What follows belongs to an exercise in optimizing a design on an open flow for small area, a short achievable clock period and few clock cycles; a production flow would make more cautious choices.
At most, simulation tests tie the RTL to the original design; equivalence was not proved.

==> flow/design.v <==
module taylor_sine(
    input clock,
    input reset,
    input start_in,
    input signed [11:0] x_in,
    output reg ready_out,
    output [11:0] sin_out
);
reg armed;
reg [5:1] ph;           
reg [11:0] t, n2, acc;
reg [1:0] m;
reg [5:0] b_one, b_two, b_neg;    
wire idle = ~|ph;
wire go   = idle && armed && start_in;
function in_range(input signed [11:0] v, input signed [11:0] lo, input signed [11:0] hi);
    in_range = (v >= lo) && (v <= hi);
endfunction
wire m3 = in_range(x_in, -12'sd2047, -12'sd1716) | in_range(x_in, 12'sd1449, 12'sd1715);
wire m2 = in_range(x_in, -12'sd1417, -12'sd1415) | (x_in == -12'sd1401) |
          in_range(x_in, -12'sd1399, -12'sd1384) | in_range(x_in, -12'sd1381, -12'sd1302) |
          in_range(x_in, -12'sd1292, -12'sd1290);
wire m1 = in_range(x_in, -12'sd1448, -12'sd1290) | in_range(x_in, 12'sd670, 12'sd1289);
wire [1:0] m_x = m3 ? 2'd3 : m2 ? 2'd2 : m1 ? 2'd1 : 2'd0;
wire [11:0] bnext = (idle | ph[1]) ? x_in : ph[2] ? 12'd171 : ph[3] ? n2 : 12'd51;
reg [5:0] e_one, e_two, e_neg;
reg bm1;
integer i;
always @(*) begin
    for (i = 0; i < 6; i = i + 1) begin
        bm1 = (i == 0) ? 1'b0 : bnext[2*i-1];
        e_one[i] = bnext[2*i] ^ bm1;
        e_two[i] = (bnext[2*i+1] & ~bnext[2*i] & ~bm1) | (~bnext[2*i+1] & bnext[2*i] & bm1);
        e_neg[i] = bnext[2*i+1];
    end
end
reg [21:0] r0, r1, r2, r3, r4, r5, rc, ra, rm;
reg [12:0] v, e;
reg [21:0] pp [0:5];
always @(*) begin
    for (i = 0; i < 6; i = i + 1) begin
        v = b_one[i] ? {t[11], t} : b_two[i] ? {t, 1'b0} : 13'd0;
        e = v ^ {13{b_neg[i]}};
        pp[i] = {9'd0, ~e[12], e[11:0]} << (2*i);
    end
    r0 = pp[0];
    r1 = pp[1] | {21'd0, b_neg[0]};
    r2 = pp[2] | ({21'd0, b_neg[1]} << 2);
    r3 = pp[3] | ({21'd0, b_neg[2]} << 4);
    r4 = pp[4] | ({21'd0, b_neg[3]} << 6);
    r5 = pp[5] | ({21'd0, b_neg[4]} << 8);
    ra = {acc, 10'd0};
    rm = ({20'd0, ~m} + {21'd0, b_neg[5]}) << 10;
    rc = 22'h2aa400;
end
function [43:0] csa(input [21:0] a, input [21:0] b, input [21:0] c);
    csa = {a ^ b ^ c, ((a & b) | (a & c) | (b & c)) << 1};
endfunction
wire [21:0] s1, c1, s2, c2, s3, c3, s4, c4, s5, c5, s6, c6, s7, c7;
assign {s1, c1} = csa(r0, r1, r2);
assign {s2, c2} = csa(r3, r4, r5);
assign {s3, c3} = csa(rc, ra, rm);
assign {s4, c4} = csa(s1, c1, s2);
assign {s5, c5} = csa(c2, s3, c3);
assign {s6, c6} = csa(s4, c4, s5);
assign {s7, c7} = csa(s6, c6, c5);
wire [21:0] prod = s7 + c7;
wire [11:0] res = prod[21:10];
always @(posedge clock) begin
    if (reset) begin
        ready_out <= 1'b0;
        armed <= 1'b1;
        ph <= 5'd0;
    end else begin
        ph <= {ph[4:1], go};
        if (go) begin
            ready_out <= 1'b0;
            armed <= 1'b0;
        end else if (ph[5]) begin
            ready_out <= 1'b1;
        end else if (idle && !start_in) begin
            armed <= 1'b1;
        end
    end
end
always @(posedge clock) begin
    b_one <= e_one;
    b_two <= e_two;
    b_neg <= e_neg;
    if (go) begin
        t   <= x_in;
        acc <= 12'd0;
        m   <= 2'd0;
    end
    if (ph[1]) n2 <= ~res;
    if (ph[1] | ph[2] | ph[3] | ph[4] | ph[5]) t <= res ^ {12{ph[1]}};
    if (ph[4]) begin
        acc <= x_in + t;
        m   <= m_x;
    end
end
assign sin_out = t;
endmodule
make LEC_CHECK=0 CAP_MARGIN=20 CORE_MARGIN=2 CORE_UTILIZATION=40 SETUP_SLACK_MARGIN=4 SLEW_MARGIN=20 finish   # period 10.0 ns
run.sh (not shown) runs the stock make flow with config.mk's settings and CLKGATE_MAP_FILE= SYNTH_SCRIPT=/design/flow/synth_recipe.tcl, a recipe that flattens the netlist after the stock synthesis.
Testbench counts at the start, summed over its fixed seeds: cycles 11,192.
Edit:
==> flow/design.v (replaced) <==
module taylor_sine(
    input clock,
    input reset,
    input start_in,
    input signed [11:0] x_in,
    output reg ready_out,
    output [11:0] sin_out
);
reg armed;
reg [5:1] ph;           
reg [11:0] t, n2, acc;
reg [5:0] b_one, b_two, b_neg;    
wire idle = ~|ph;
wire go   = idle && armed && start_in;
wire [10:0] u = ~n2[10:0];
wire big = (u >= 11'd1624 && u < 11'd1632) || (u >= 11'd1654 && u < 11'd1864) ||
           (u >= 11'd1868 && u < 11'd1912) || (u >= 11'd1916 && u < 11'd1918) ||
           (u >= 11'd1954 && u < 11'd1962);
wire n2_pos = !n2[11] && (n2[10:0] != 11'd0);
wire m3 = n2_pos && t[11];
wire m12 = n2[11] && ($signed(t) <= -12'sd49);
wire [1:0] m = m3 ? 2'd3 : m12 ? (big ? 2'd2 : 2'd1) : 2'd0;
wire [11:0] bnext = (idle | ph[1]) ? x_in : ph[2] ? 12'd171 : ph[3] ? n2 : 12'd51;
reg [5:0] e_one, e_two, e_neg;
reg bm1;
integer i;
always @(*) begin
    for (i = 0; i < 6; i = i + 1) begin
        bm1 = (i == 0) ? 1'b0 : bnext[2*i-1];
        e_one[i] = bnext[2*i] ^ bm1;
        e_two[i] = (bnext[2*i+1] & ~bnext[2*i] & ~bm1) | (~bnext[2*i+1] & bnext[2*i] & bm1);
        e_neg[i] = bnext[2*i+1];
    end
end
reg [21:0] r0, r1, r2, r3, r4, r5, rn;
reg [12:0] v, e;
reg [21:0] pp [0:5];
always @(*) begin
    for (i = 0; i < 6; i = i + 1) begin
        v = b_one[i] ? {t[11], t} : b_two[i] ? {t, 1'b0} : 13'd0;
        e = v ^ {13{b_neg[i]}};
        pp[i] = {9'd0, ~e[12], e[11:0]} << (2*i);
    end
    r0 = {1'b1, 1'b0, 1'b1, 1'b0, 1'b1, 1'b0, 1'b1, ~pp[0][12], ~pp[0][12], ~pp[0][12], pp[0][11:0]};
    r0[14] = pp[0][12];
    r1 = pp[1] | {21'd0, b_neg[0]};
    r2 = pp[2] | ({21'd0, b_neg[1]} << 2);
    r3 = pp[3] | ({21'd0, b_neg[2]} << 4);
    r4 = pp[4] | ({21'd0, b_neg[3]} << 6);
    r5 = pp[5] | {acc, 10'd0} | ({21'd0, b_neg[4]} << 8);
    rn = {21'd0, b_neg[5]} << 10;
end
function [43:0] csa(input [21:0] a, input [21:0] b, input [21:0] c);
    csa = {a ^ b ^ c, ((a & b) | (a & c) | (b & c)) << 1};
endfunction
wire [21:0] s1, c1, s2, c2, s3, c3, s4, c4, s5, c5;
assign {s1, c1} = csa(r0, r1, r2);
assign {s2, c2} = csa(r3, r4, r5);
assign {s3, c3} = csa(s1, c1, s2);
assign {s4, c4} = csa(c2, rn, s3);
assign {s5, c5} = csa(s4, c4, c3);
wire [21:0] prod = s5 + c5;
wire [11:0] res = prod[21:10];
always @(posedge clock) begin
    if (reset) begin
        ready_out <= 1'b0;
        armed <= 1'b1;
        ph <= 5'd0;
    end else begin
        ph <= {ph[4:1], go};
        if (go) begin
            ready_out <= 1'b0;
            armed <= 1'b0;
        end else if (ph[5]) begin
            ready_out <= 1'b1;
        end else if (idle && !start_in) begin
            armed <= 1'b1;
        end
    end
end
always @(posedge clock) begin
    b_one <= e_one;
    b_two <= e_two;
    b_neg <= e_neg;
    if (go) begin
        t   <= x_in;
        acc <= 12'd0;
    end
    if (ph[1]) n2 <= ~res;
    if (ph[1] | ph[2] | ph[3] | ph[4] | ph[5]) t <= res ^ {12{ph[1]}};
    if (ph[4]) begin
        acc <= x_in + t - {10'd0, m};
    end
end
assign sin_out = t;
endmodule
Effect:
- The new run completed with no timing, DRC or antenna violations
- routed wire length went down by 8.3%
- worst hold slack is worse by 0.0037 ns
- core utilization went up by 0.12 points
- global-route usage went up by 0.11 points
- cell area went down by 6.5%
- worst setup slack is worse by 0.0044 ns
- cell count went down by 6.6%
- register-to-register slack stays flat
- first-iteration DRC count went down by 17%
- clock-buffer cell count went down by 1
Only the layout flow was run in the second run of this note; the RTL was not checked for function there.

-- afterwards: timing with drivers on the ports --
How much do the figures lean on ideal ports? The routed layouts below were timed once more, with nothing changed but the port constraints. Step 1: set_driving_cell puts a clkbuf_16 on clock and a buf_2 on each other input, an assumption about the parent block. Step 2 adds t to the input delays and takes it off the output delays; t is the mean of the earliest and latest rising clock arrival at the registers after step 1. Input paths then give back, and output paths get back, about the clock's delay inside the block. a / b / c = no drivers / after step 1 / after step 2; a / b = the first two.
run | t, ns | setup WS [ns] | hold WS [ns] | latest minus earliest clock arrival (ns) | worst slew at a driven data input, ns
the first run | 0.369 | 4.348 / 4.348 / 4.348 | 0.509 / 0.509 / 0.509 | 0.007 / 0.007 | 0.03
the second run | 0.373 | 4.344 / 4.344 / 4.344 | 0.505 / 0.505 / 0.505 | 0.010 / 0.010 | 0.04
After both steps setup and hold are still met in every run listed.
